This design comes from an exercise in tuning for small area, a short achievable clock period and few clock cycles on the open sky130 flow, not from production work. Where RTL was checked, it was by simulation tests only, not by an equivalence proof against the original.

Setup of v6:
==> flow/design.v (excerpt) <==
module goldschmidt_divider_q4_4 (
    input  wire       clk,
    input  wire       rst_n,
    input  wire       start,
    input  wire [7:0] numerator,
    input  wire [7:0] denominator,
    output wire [7:0] quotient,
    output reg        valid,
    output reg        error
);
Size: about 1,400 cells after synthesis, about 84 flip-flops, about 29 I/O pins, about 9100 µm² of cells after synthesis.
Settings: LEC_CHECK=0, ABC_AREA=1, CAP_MARGIN=20, CORE_MARGIN=2, CORE_UTILIZATION=55, SETUP_SLACK_MARGIN=1.5, SLEW_MARGIN=20; clock period 8.0 ns.
standard.sh (not shown) runs the stock make flow with config.mk's settings and CLKGATE_MAP_FILE= SYNTH_SCRIPT=/design/flow/synth_recipe.tcl, a recipe that flattens the netlist after the stock synthesis.
==> flow/flow/run.sh <==
#!/bin/bash
set -euo pipefail
bash standard.sh MATCH_CELL_FOOTPRINT=0 'BUFFER_PORTS_ARGS=-buffer_cell sky130_fd_sc_hd__buf_2' finish > standard.log 2>&1
Testbench counts of v6, summed over its fixed seeds: cycles 32,000.
The inputs of v7 differ from those of v6 as listed below.
--- a/flow/design.v
+++ b/flow/design.v
@@ -416,18 +416,19 @@
     assign rom_n311 = rom_n47 & rom_n52;
     assign rom_n312 = rom_n300 & ~rom_n311;
     assign rom_n313 = ~rom_n208 & rom_n312;
     assign rom_n314 = rom_n309 & rom_n313;
     assign rom0[7] = rom_n310 | rom_n314;
     wire dz0   = (denominator == 8'd0);
     wire eq0   = (nr0 == dr0);
     wire d160  = (dr0 == 8'h10) & nr0[7];
     wire d1280 = (denominator == 8'h80);
+    wire usesp0 = dz0 | eq0 | d160 | d1280;
     reg [7:0] spec0;
     always @(*) begin
         if (dz0)       spec0 = 8'h00;
         else if (eq0)  spec0 = 8'h10;
         else if (d160) spec0 = 8'h80;
         else           spec0 = rom0;
     end
     wire       bsa0 = bd0[4], bsa1 = bd1[4];
     wire [4:1] bma0 = bd0[3:0], bma1 = bd1[3:0];
@@ -478,31 +479,29 @@
     wire ppa2_11 = ((bma2[1] & k1a0[11]) | (bma2[2] & k1a0[10]));
     wire ppa2_12 = ((bma2[1] & k1a0[12]) | (bma2[2] & k1a0[11]));
     wire ppa2_13 = ((bma2[2] & k1a0[12]));
     wire [13:0] ppa2 = {ppa2_13, ppa2_12, ppa2_11, ppa2_10, ppa2_9, ppa2_8, ppa2_7, ppa2_6, ppa2_5, ppa2_4, ppa2_3, ppa2_2, ppa2_1, ppa2_0};
     reg [14:0] pp0, pp1;
     reg [13:0] pp2;
     reg        bs0, bs1;
     reg [2:0]  pa, cls;
     reg        sgna, dza, usespa;
-    reg [7:0]  speca;
     always @(posedge clk) begin
-        pp0    <= ppa0;
-        pp1    <= ppa1;
-        pp2    <= ppa2;
-        bs0    <= bsa0;
-        bs1    <= bsa1;
+        pp0    <= usesp0 ? 15'd0 : ppa0;
+        pp1    <= usesp0 ? 15'd0 : ppa1;
+        pp2    <= usesp0 ? {3'd0, spec0, 3'd0} : ppa2;
+        bs0    <= ~usesp0 & bsa0;
+        bs1    <= ~usesp0 & bsa1;
         pa     <= p0;
         cls    <= cls0;
         sgna   <= sgn0;
         dza    <= dz0;
-        usespa <= dz0 | eq0 | d160 | d1280;
-        speca  <= spec0;
+        usespa <= usesp0;
     end
     wire m1_1;
     wire m1_2;
     wire m1_3;
     wire m1_4;
     wire m1_5;
     wire m1_6;
     wire m1_7;
     wire m1_8;
@@ -586,24 +585,25 @@
         ({3{cls == 3'd3}} & 3'd2) |
         ({3{cls == 3'd4}} & 3'd1) |
         ({3{cls == 3'd7}} & 3'd1);
     wire [2:0] e2 = ({3{cls == 3'd0}} & 3'd4) |
         ({3{cls == 3'd1}} & 3'd1) |
         ({3{cls == 3'd3}} & 3'd1) |
         ({3{cls == 3'd4}} & 3'd2) |
         ({3{cls == 3'd5}} & 3'd1) |
         ({3{cls == 3'd6}} & 3'd1);
-    wire [19:0] c2 = ({20{cls == 3'd0}} & 20'd1040385) |
+    wire [19:0] c2t = ({20{cls == 3'd0}} & 20'd1040385) |
         ({20{cls == 3'd2}} & 20'd1015812) |
         ({20{cls == 3'd4}} & 20'd1040385);
-    wire es_0 = es[0], es_1 = es[1];
-    wire e1_0 = e1[0], e1_1 = e1[1], e1_2 = e1[2];
-    wire e2_0 = e2[0], e2_1 = e2[1], e2_2 = e2[2];
+    wire [19:0] c2 = c2t & {20{~usespa}};
+    wire es_0 = es[0] & ~usespa, es_1 = es[1] & ~usespa;
+    wire e1_0 = e1[0] & ~usespa, e1_1 = e1[1] & ~usespa, e1_2 = e1[2] & ~usespa;
+    wire e2_0 = e2[0] & ~usespa, e2_1 = e2[1] & ~usespa, e2_2 = e2[2] & ~usespa;
     wire m2_1;
     wire m2_2;
     wire m2_3;
     wire m2_4;
     wire m2_5;
     wire m2_6;
     wire m2_7;
     wire m2_8;
     wire m2_9;
@@ -708,19 +708,19 @@
     assign m2_54 = n2[11] & c2[19];
     wire [19:0] y_a = {m2_53, m2_51, m2_49, m2_47, m2_45, m2_43, m2_41, m2_39, m2_37, m2_35, m2_33, m2_31, m2_29, m2_27, m2_25, m2_23, m2_21, m2_19, (es_0 ^ ((e1_0 & n2[1]) | (e2_0 & n2[0]))), c2[0]};
     wire [19:0] y_b = {m2_52, m2_50, m2_48, m2_46, m2_44, m2_42, m2_40, m2_38, m2_36, m2_34, m2_32, m2_30, m2_28, m2_26, m2_24, m2_22, m2_20, (es_1 ^ ((e1_1 & n2[0]))), 1'b0, (es_0 ^ ((e1_0 & n2[0])))};
     wire [19:0] y  = y_a + y_b;
     reg [11:0] n3;
     reg        sg;
     reg [2:0]  pb;
     reg [1:0]  sb;
     always @(posedge clk) begin
-        n3    <= usespa ? {3'd0, speca, 1'b0} : y[19:8];
+        n3    <= y[19:8];
         pb    <= usespa ? 3'd0 : pa;
         sb    <= usespa ? 2'd3 : s3;
         sg    <= sgna;
         error <= dza;
     end
     wire [5:0]  n3s = (sb == 2'd0) ? n3[11:6] :
                       (sb == 2'd1) ? {1'b0, n3[11:7]} :
                       (sb == 2'd2) ? {2'b0, n3[11:8]} : 6'd0;
     wire [12:0] n4  = {1'b0, n3} + {7'd0, n3s};
Notes after the runs:
Area added between synthesis and finish was lower in v7 than in v6.
[compare] base=v6 new=v7: total non-filler cell area in the finished layout lost 420 µm²; final standard cell count with taps included and fillers excluded lost 42.
Testbench counts of v7, summed over its fixed seeds: cycles 32,000.

========
== nickel ==
goldschmidt_divider_q4_4, a different RTL version from the one above (not shown whole).
For scale: about 1,400 cells after synthesis, roughly 61 flip-flops, ~29 I/O pins, about 10,000 sq um of cells after synthesis.
export LEC_CHECK = 0
export CAP_MARGIN = 20
export CORE_MARGIN = 2
export CORE_UTILIZATION = 40
export SLEW_MARGIN = 20
create_clock -name core_clock -period 8.0 [get_ports {clk}]
run.sh (not shown) runs the stock make flow with config.mk's settings and CLKGATE_MAP_FILE= SYNTH_SCRIPT=/design/flow/synth_recipe.tcl, a recipe that flattens the netlist after the stock synthesis.
Stock flow here: none of the scripts above is used.
Modified inputs, fjord compared to nickel
--- a/flow/design.v
+++ b/flow/design.v
@@ -440,38 +440,37 @@
     assign m2_45 = m2_15 ^ ((e1_2 & n2[11]) | (e2_2 & n2[10])) ^ m2_14;
     assign m2_46 = (m2_15 & ((e1_2 & n2[11]) | (e2_2 & n2[10]))) | (m2_15 & m2_14) | (((e1_2 & n2[11]) | (e2_2 & n2[10])) & m2_14);
     assign m2_47 = m2_16 ^ m2_17 ^ ((e2_2 & n2[11]));
     assign m2_48 = (m2_16 & m2_17) | (m2_16 & ((e2_2 & n2[11]))) | (m2_17 & ((e2_2 & n2[11])));
     assign m2_49 = n2[9] ^ c2[17] ^ m2_18;
     assign m2_50 = (n2[9] & c2[17]) | (n2[9] & m2_18) | (c2[17] & m2_18);
     assign m2_51 = n2[10] ^ c2[18];
     assign m2_52 = n2[10] & c2[18];
     assign m2_53 = n2[11] ^ c2[19];
     assign m2_54 = n2[11] & c2[19];
     wire [19:0] y_a = {m2_53, m2_51, m2_49, m2_47, m2_45, m2_43, m2_41, m2_39, m2_37, m2_35, m2_33, m2_31, m2_29, m2_27, m2_25, m2_23, m2_21, m2_19, (es_0 ^ ((e1_0 & n2[1]) | (e2_0 & n2[0]))), c2[0]};
     wire [19:0] y_b = {m2_52, m2_50, m2_48, m2_46, m2_44, m2_42, m2_40, m2_38, m2_36, m2_34, m2_32, m2_30, m2_28, m2_26, m2_24, m2_22, m2_20, (es_1 ^ ((e1_1 & n2[0]))), 1'b0, (es_0 ^ ((e1_0 & n2[0])))};
-    wire [14:0] ylo = {1'b0, y_a[13:0]} + {1'b0, y_b[13:0]};
-    reg [5:0]  yha, yhb, n3lo;
-    reg        c14, sg;
+    wire [8:0] ylo = {1'b0, y_a[7:0]} + {1'b0, y_b[7:0]};
+    reg [11:0] ysb, ycb;
+    reg        c8b, sg;
     reg [6:0]  ph;
     reg [1:0]  sb;
     always @(posedge clk) begin
-        yha   <= usespa ? {3'd0, speca[7:5]} : y_a[19:14];
-        yhb   <= usespa ? 6'd0 : y_b[19:14];
-        n3lo  <= usespa ? {speca[4:0], 1'b0} : ylo[13:8];
-        c14   <= ~usespa & ylo[14];
+        ysb   <= usespa ? {3'd0, speca, 1'b0} : y_a[19:8];
+        ycb   <= usespa ? 12'd0 : y_b[19:8];
+        c8b   <= ~usespa & ylo[8];
         ph    <= usespa ? 7'd1 : (7'd1 << pa);
         sb    <= usespa ? 2'd3 : s3;
         sg    <= sgna;
         error <= dza;
     end
-    wire [11:0] n3 = {yha + yhb + {5'd0, c14}, n3lo};
+    wire [11:0] n3 = ysb + ycb + {11'd0, c8b};
     wire [11:0] n3s = (sb == 2'd0) ? {6'd0, n3[11:6]} :
                       (sb == 2'd1) ? {7'd0, n3[11:7]} :
                       (sb == 2'd2) ? {8'd0, n3[11:8]} : 12'd0;
     wire [14:0] v = ({3'd0, n3} ^ {15{sg}}) + ({3'd0, n3s} ^ {15{sg}}) +
                     {8'd0, ph} + {14'd0, sg};
     assign quotient = ({8{ph[0]}} & v[8:1])  | ({8{ph[1]}} & v[9:2])  |
                       ({8{ph[2]}} & v[10:3]) | ({8{ph[3]}} & v[11:4]) |
                       ({8{ph[4]}} & v[12:5]) | ({8{ph[5]}} & v[13:6]) |
                       ({8{ph[6]}} & v[14:7]);
 endmodule
### Flow results
Compared with nickel, in fjord total non-filler cell area in the finished layout +2.3%; cell count rose 28; number of vias per cell after detailed routing was more or less identical; area of the core now sits higher. [compare] base=nickel new=fjord: synthesized cell count grew by 44; total length of routed wires shrank by about 2.4%; clock-pin slew reported for the worst setup and hold paths after clock tree synthesis held steady; via count grew by 168. Looking only at maximum number of pins on one net before global-route repair, and setting everything else aside, the higher value of fjord and nickel goes to fjord. The clock-cell share of area of nickel and that of fjord are within noise of each other. On wire length per cell after detailed routing: fjord sits below nickel. fjord vs nickel — horizontal die dimension climbed slightly. | wire length of the first global-routing pass | fjord vs nickel | about 1.7% lower |. | area growth from synthesis to layout | fjord vs nickel | 1.8 points lower |.
Testbench counts of fjord, summed over its fixed seeds: cycles 32,000.
For nickel, only the layout was checked, not whether the RTL still works.

static timing again, ports no longer ideal:
How much do the figures lean on ideal ports? The routed layouts below were timed once more, with nothing changed but the port constraints.
Step 1 sets driving cells, clkbuf_16 on the clock port and buf_2 on the other inputs (assumed; they add their load-dependent delay and slew).
Step 2, shift: input delay + t, output delay - t, t = (earliest + latest rising clock arrival at the registers) / 2. This alone moves slack from input paths to output paths.
Three values: ideal ports, drivers, drivers and shift; two values: the first two.
| run | t (ns) | setup slack, ns | hold WS [ns] | worst register clock-pin slew, ns | worst slew at a driven data input, ns |
|---|---|---|---|---|---|
| v6 | 0.378 | 2.004 / 2.004 / 2.004 | 0.327 / 0.327 / 0.327 | 0.07 / 0.07 | 0.03 |
| v7 | 0.373 | 2.148 / 2.148 / 2.148 | 0.325 / 0.325 / 0.325 | 0.07 / 0.07 | 0.03 |
| nickel | 0.357 | 0.457 / 0.457 / 0.457 | 0.326 / 0.326 / 0.326 | 0.05 / 0.05 | 0.04 |
| fjord | 0.365 | 0.421 / 0.381 / 0.746 | 0.341 / 0.341 / 0.341 | 0.06 / 0.06 | 0.03 |
After both steps every run listed still meets setup and hold.
